From an optimization exercise on the open Yosys and OpenROAD flow, aimed at small area and a short achievable clock period; shortcuts taken in it are not production practice.
The clock input has no modelled driver; a real chip could not lean on it and would need a root buffer or a full tree.
Power is estimated from default activity; no workload was simulated.

==> inputs of job 8023 <==
Design alu_top, start of the top module:
module alu_top(clk, a, b, op, out, carry_out, over_flow, zero);
clock: 14.5 ns
lec_check: 0
cap_margin: 20
core_margin: 2
core_utilization: 40
slew_margin: 20
synth_hierarchical: 1
standard.sh (not shown) runs the stock make flow with config.mk's settings and CLKGATE_MAP_FILE= SYNTH_SCRIPT=/design/flow/synth_recipe.tcl, a recipe that flattens the netlist after the stock synthesis.
==> flow/flow/run.sh <==
#!/bin/bash
# The standard layout (standard.sh) with these changes to how it is made:
#  - the port buffers are sky130 buf_1 rather than the resizer's default pick;
#  - before floorplanning every combinational cell is set to drive strength 1
#    (flow/downsize.tcl), so only the resizer's timing repair sizes cells up;
#  - the timing repair aims at a setup slack margin of SETUP_MARGIN ns;
#  - the clock port drives MCTS_K buffers that each drive the flip-flops of
#    one region (flow/cts_hook.tcl), instead of TritonCTS's two-level tree.
# Each tool's output goes to ORFS's own per-step logs under orfs/logs; make's
# output goes to standard.log.
export BUFFER_PORTS_ARGS="-buffer_cell sky130_fd_sc_hd__buf_1"
export SETUP_SLACK_MARGIN=${SETUP_MARGIN:-10.8}
export PRE_FLOORPLAN_TCL=$PWD/flow/downsize.tcl
export MCTS_K=${MCTS_K:-4}
export MCTS_CELL=${MCTS_CELL:-sky130_fd_sc_hd__buf_12}
export PRE_CTS_TCL=$PWD/flow/cts_hook.tcl
bash standard.sh > standard.log 2>&1
Other scripts of this flow, unchanged in this note and not shown: flow/flow/cts_hook.tcl, flow/flow/downsize.tcl
==> inputs of job 9439, as changes to job 8023 <==
--- a/flow/design.v
+++ b/flow/design.v
@@ -16,18 +16,18 @@
 	out <= alu_out;
 	carry_out <= alu_carry_out;
 	over_flow <= alu_over_flow;
 	zero <= alu_zero;
 end
 endmodule
 
-module lf_andn(a, b, y);
+module lf_and2(a, b, y);
 input a, b;
 output y;
-assign y = ~a & b;
+assign y = a & b;
 endmodule
 module lf_aoi21(a, b, c, y);
 input a, b, c;
 output y;
 assign y = ~((a & b) | c);
 endmodule
 module lf_inv(a, y);
@@ -51,23 +51,23 @@
 assign y = ~(a & b);
 endmodule
 module lf_nand4(a, b, c, d, y);
 input a, b, c, d;
 output y;
 assign y = ~(a & b & c & d);
 endmodule
-module lf_nor2(a, b, y);
+module lf_nandn(a, b, y);
 input a, b;
 output y;
-assign y = ~(a | b);
+assign y = ~(~a & b);
 endmodule
-module lf_nor4(a, b, c, d, y);
-input a, b, c, d;
+module lf_nor2(a, b, y);
+input a, b;
 output y;
-assign y = ~(a | b | c | d);
+assign y = ~(a | b);
 endmodule
 module lf_oai21(a, b, c, y);
 input a, b, c;
 output y;
 assign y = ~((a | b) & c);
 endmodule
 module lf_oai22(a, b, c, d, y);
@@ -127,18 +127,18 @@
 wire q_26;
 wire q_27;
 wire q_28;
 wire q_29;
 wire q_30;
 wire q_31;
 wire q_32;
-wire bi_33;
-wire bi_34;
-wire bi_35;
-wire bi_36;
+wire bin_33;
+wire bin_34;
+wire bin_35;
+wire bin_36;
 wire pn_37;
 wire pn_38;
 wire pn_39;
 wire pn_40;
 wire pn_41;
 wire pn_42;
 wire pn_43;
@@ -374,14 +374,16 @@
 wire z_273;
 wire z_274;
 wire z_275;
 wire z_276;
 wire z_277;
 wire z_278;
 wire z_279;
+wire z_280;
+wire z_281;
 wire mb0;
 wire c31 = G_192;
 wire c32 = G_158;
 wire p31 = ~pn_68;
 wire k1 = (op3 & ~p31) | inv;
 wire k0 = (op3 & p31) | inv;
 wire m1 = (ec & ci) | k1;
@@ -416,50 +418,50 @@
   lf_xnor2 u25 (.a(a[25]), .b(b[25]), .y(q_26));
   lf_xnor2 u26 (.a(a[26]), .b(b[26]), .y(q_27));
   lf_xnor2 u27 (.a(a[27]), .b(b[27]), .y(q_28));
   lf_xnor2 u28 (.a(a[28]), .b(b[28]), .y(q_29));
   lf_xnor2 u29 (.a(a[29]), .b(b[29]), .y(q_30));
   lf_xnor2 u30 (.a(a[30]), .b(b[30]), .y(q_31));
   lf_xnor2 u31 (.a(a[31]), .b(b[31]), .y(q_32));
-  lf_andn u32 (.a(addr[2]), .b(addr[0]), .y(bi_33));
-  lf_andn u33 (.a(addr[2]), .b(addr[0]), .y(bi_34));
-  lf_andn u34 (.a(addr[2]), .b(addr[0]), .y(bi_35));
-  lf_andn u35 (.a(addr[2]), .b(addr[0]), .y(bi_36));
-  lf_xor2 u36 (.a(q_1), .b(bi_33), .y(pn_37));
-  lf_xor2 u37 (.a(q_2), .b(bi_33), .y(pn_38));
-  lf_xor2 u38 (.a(q_3), .b(bi_33), .y(pn_39));
-  lf_xor2 u39 (.a(q_4), .b(bi_33), .y(pn_40));
-  lf_xor2 u40 (.a(q_5), .b(bi_33), .y(pn_41));
-  lf_xor2 u41 (.a(q_6), .b(bi_33), .y(pn_42));
-  lf_xor2 u42 (.a(q_7), .b(bi_33), .y(pn_43));
-  lf_xor2 u43 (.a(q_8), .b(bi_33), .y(pn_44));
-  lf_xor2 u44 (.a(q_9), .b(bi_34), .y(pn_45));
-  lf_xor2 u45 (.a(q_10), .b(bi_34), .y(pn_46));
-  lf_xor2 u46 (.a(q_11), .b(bi_34), .y(pn_47));
-  lf_xor2 u47 (.a(q_12), .b(bi_34), .y(pn_48));
-  lf_xor2 u48 (.a(q_13), .b(bi_34), .y(pn_49));
-  lf_xor2 u49 (.a(q_14), .b(bi_34), .y(pn_50));
-  lf_xor2 u50 (.a(q_15), .b(bi_34), .y(pn_51));
-  lf_xor2 u51 (.a(q_16), .b(bi_34), .y(pn_52));
-  lf_xor2 u52 (.a(q_17), .b(bi_35), .y(pn_53));
-  lf_xor2 u53 (.a(q_18), .b(bi_35), .y(pn_54));
-  lf_xor2 u54 (.a(q_19), .b(bi_35), .y(pn_55));
-  lf_xor2 u55 (.a(q_20), .b(bi_35), .y(pn_56));
-  lf_xor2 u56 (.a(q_21), .b(bi_35), .y(pn_57));
-  lf_xor2 u57 (.a(q_22), .b(bi_35), .y(pn_58));
-  lf_xor2 u58 (.a(q_23), .b(bi_35), .y(pn_59));
-  lf_xor2 u59 (.a(q_24), .b(bi_35), .y(pn_60));
-  lf_xor2 u60 (.a(q_25), .b(bi_36), .y(pn_61));
-  lf_xor2 u61 (.a(q_26), .b(bi_36), .y(pn_62));
-  lf_xor2 u62 (.a(q_27), .b(bi_36), .y(pn_63));
-  lf_xor2 u63 (.a(q_28), .b(bi_36), .y(pn_64));
-  lf_xor2 u64 (.a(q_29), .b(bi_36), .y(pn_65));
-  lf_xor2 u65 (.a(q_30), .b(bi_36), .y(pn_66));
-  lf_xor2 u66 (.a(q_31), .b(bi_36), .y(pn_67));
-  lf_xor2 u67 (.a(q_32), .b(bi_36), .y(pn_68));
+  lf_nandn u32 (.a(addr[2]), .b(addr[0]), .y(bin_33));
+  lf_nandn u33 (.a(addr[2]), .b(addr[0]), .y(bin_34));
+  lf_nandn u34 (.a(addr[2]), .b(addr[0]), .y(bin_35));
+  lf_nandn u35 (.a(addr[2]), .b(addr[0]), .y(bin_36));
+  lf_xnor2 u36 (.a(q_1), .b(bin_33), .y(pn_37));
+  lf_xnor2 u37 (.a(q_2), .b(bin_33), .y(pn_38));
+  lf_xnor2 u38 (.a(q_3), .b(bin_33), .y(pn_39));
+  lf_xnor2 u39 (.a(q_4), .b(bin_33), .y(pn_40));
+  lf_xnor2 u40 (.a(q_5), .b(bin_33), .y(pn_41));
+  lf_xnor2 u41 (.a(q_6), .b(bin_33), .y(pn_42));
+  lf_xnor2 u42 (.a(q_7), .b(bin_33), .y(pn_43));
+  lf_xnor2 u43 (.a(q_8), .b(bin_33), .y(pn_44));
+  lf_xnor2 u44 (.a(q_9), .b(bin_34), .y(pn_45));
+  lf_xnor2 u45 (.a(q_10), .b(bin_34), .y(pn_46));
+  lf_xnor2 u46 (.a(q_11), .b(bin_34), .y(pn_47));
+  lf_xnor2 u47 (.a(q_12), .b(bin_34), .y(pn_48));
+  lf_xnor2 u48 (.a(q_13), .b(bin_34), .y(pn_49));
+  lf_xnor2 u49 (.a(q_14), .b(bin_34), .y(pn_50));
+  lf_xnor2 u50 (.a(q_15), .b(bin_34), .y(pn_51));
+  lf_xnor2 u51 (.a(q_16), .b(bin_34), .y(pn_52));
+  lf_xnor2 u52 (.a(q_17), .b(bin_35), .y(pn_53));
+  lf_xnor2 u53 (.a(q_18), .b(bin_35), .y(pn_54));
+  lf_xnor2 u54 (.a(q_19), .b(bin_35), .y(pn_55));
+  lf_xnor2 u55 (.a(q_20), .b(bin_35), .y(pn_56));
+  lf_xnor2 u56 (.a(q_21), .b(bin_35), .y(pn_57));
+  lf_xnor2 u57 (.a(q_22), .b(bin_35), .y(pn_58));
+  lf_xnor2 u58 (.a(q_23), .b(bin_35), .y(pn_59));
+  lf_xnor2 u59 (.a(q_24), .b(bin_35), .y(pn_60));
+  lf_xnor2 u60 (.a(q_25), .b(bin_36), .y(pn_61));
+  lf_xnor2 u61 (.a(q_26), .b(bin_36), .y(pn_62));
+  lf_xnor2 u62 (.a(q_27), .b(bin_36), .y(pn_63));
+  lf_xnor2 u63 (.a(q_28), .b(bin_36), .y(pn_64));
+  lf_xnor2 u64 (.a(q_29), .b(bin_36), .y(pn_65));
+  lf_xnor2 u65 (.a(q_30), .b(bin_36), .y(pn_66));
+  lf_xnor2 u66 (.a(q_31), .b(bin_36), .y(pn_67));
+  lf_xnor2 u67 (.a(q_32), .b(bin_36), .y(pn_68));
   lf_nand2 u68 (.a(a[0]), .b(pn_37), .y(gn_69));
   lf_nand2 u69 (.a(a[1]), .b(pn_38), .y(gn_70));
   lf_nand2 u70 (.a(a[2]), .b(pn_39), .y(gn_71));
   lf_nand2 u71 (.a(a[3]), .b(pn_40), .y(gn_72));
   lf_nand2 u72 (.a(a[4]), .b(pn_41), .y(gn_73));
   lf_nand2 u73 (.a(a[5]), .b(pn_42), .y(gn_74));
   lf_nand2 u74 (.a(a[6]), .b(pn_43), .y(gn_75));
@@ -695,10 +697,12 @@
   lf_nor2 u304 (.a(out[26]), .b(out[27]), .y(z_273));
   lf_nor2 u305 (.a(out[28]), .b(out[29]), .y(z_274));
   lf_nor2 u306 (.a(out[30]), .b(out[31]), .y(z_275));
   lf_nand4 u307 (.a(z_260), .b(z_261), .c(z_262), .d(z_263), .y(z_276));
   lf_nand4 u308 (.a(z_264), .b(z_265), .c(z_266), .d(z_267), .y(z_277));
   lf_nand4 u309 (.a(z_268), .b(z_269), .c(z_270), .d(z_271), .y(z_278));
   lf_nand4 u310 (.a(z_272), .b(z_273), .c(z_274), .d(z_275), .y(z_279));
-  lf_nor4 u311 (.a(z_276), .b(z_277), .c(z_278), .d(z_279), .y(zero));
+  lf_nor2 u311 (.a(z_276), .b(z_277), .y(z_280));
+  lf_nor2 u312 (.a(z_278), .b(z_279), .y(z_281));
+  lf_and2 u313 (.a(z_280), .b(z_281), .y(zero));
 lf_mux2 um (.s(c32), .a(m0), .b(m1), .y(mb0));   
 endmodule
--- a/flow/flow/run.sh
+++ b/flow/flow/run.sh
@@ -5,13 +5,13 @@
 #    (flow/downsize.tcl), so only the resizer's timing repair sizes cells up;
 #  - the timing repair aims at a setup slack margin of SETUP_MARGIN ns;
 #  - the clock port drives MCTS_K buffers that each drive the flip-flops of
 #    one region (flow/cts_hook.tcl), instead of TritonCTS's two-level tree.
 # Each tool's output goes to ORFS's own per-step logs under orfs/logs; make's
 # output goes to standard.log.
 export BUFFER_PORTS_ARGS="-buffer_cell sky130_fd_sc_hd__buf_1"
-export SETUP_SLACK_MARGIN=${SETUP_MARGIN:-10.8}
+export SETUP_SLACK_MARGIN=${SETUP_MARGIN:-10.7}
 export PRE_FLOORPLAN_TCL=$PWD/flow/downsize.tcl
 export MCTS_K=${MCTS_K:-4}
 export MCTS_CELL=${MCTS_CELL:-sky130_fd_sc_hd__buf_12}
 export PRE_CTS_TCL=$PWD/flow/cts_hook.tcl
 bash standard.sh > standard.log 2>&1
==> comparison table <==
Status: job 9439 timing/DRC/antenna clean; job 8023 timing/DRC/antenna clean
Seq/total area: job 9439 0.4171; job 8023 0.4055
Measured slew at the worst slew-check pin: job 9439 756.0 ps; job 8023 751.3 ps
Gate power share: job 9439 0.335; job 8023 0.344
Number of global-route vias before repair: job 9439 3079; job 8023 3224
Highest ir drop seen on vdd: job 9439 0.05666 mV; job 8023 0.05544 mV
DR vias/cell: job 9439 4.841; job 8023 4.814
Setup Slack @ Placement: job 9439 9934 ps; job 8023 9681 ps
Final critical-path setup slack: job 9439 10960 ps; job 8023 10930 ps
Floorplan die width: job 9439 105.0 um; job 8023 104.9 um
Net switching power: job 9439 0.0002295 W; job 8023 0.0002320 W
Sum of met3 wire segment lengths after detailed routing: job 9439 401 um; job 8023 405 um
Combinational Power: job 9439 0.000233 W; job 8023 0.000241 W
Number of standard cells after synthesis: job 9439 437; job 8023 435
Slew HR: job 9439 0.4954; job 8023 0.4986
Post-detailed-route wirelength per cell: job 9439 13.39 um; job 8023 13.20 um
FF/Latch Area: job 9439 2047 sq um; job 8023 2049 sq um
Total cell area at the placement stage: job 9439 4636 sq um; job 8023 4638 sq um
Count of vias placed by the detailed router: job 9439 3282; job 8023 3312
Register-to-register setup slack: job 9439 10970 ps; job 8023 11040 ps
Core utilization of the finished layout: job 9439 0.4997; job 8023 0.5147
Largest net degree at the start of global routing: job 9439 34; job 8023 33
Hold slack: job 9439 609.3 ps; job 8023 650.7 ps
Logic depth of the worst register-to-register path: job 9439 15; job 8023 16
Metal2 WL: job 9439 4.263 mm; job 8023 4.348 mm
Post-layout instance count excluding filler cells: job 9439 678; job 8023 688
Global-route wire length before repair: job 9439 14.37 mm; job 8023 14.93 mm
No functional check of the RTL was part of any run of this note. No run of this note takes its clock network from TritonCTS; it comes from the design's own scripts or RTL.

==> what the ideal ports hide <==
The results above use ideal ports. As a check the final layouts listed here were re-extracted and re-timed, cells and wires unchanged.
Step 1 assumes that a clkbuf_16 drives the clock port and a buf_2 every other input.
Step 2 adds t to the input delays and takes it off the output delays; t is the mean of the earliest and latest rising clock arrival at the registers after step 1. Input paths then give back, and output paths get back, about the clock's delay inside the block.
a / b / c = no drivers / after step 1 / after step 2; a / b = the first two.
| run | t, ns | setup WS [ns] | worst setup path after step 2 | worst register clock-pin slew, ns |
|---|---|---|---|---|
| job 8023 | 0.205 | 10.932 / 10.858 / 11.042 | register to register | 0.10 / 0.10 |
| job 9439 | 0.210 | 10.961 / 10.882 / 10.969 | register to register | 0.10 / 0.10 |
After both steps setup and hold are still met in every run listed.
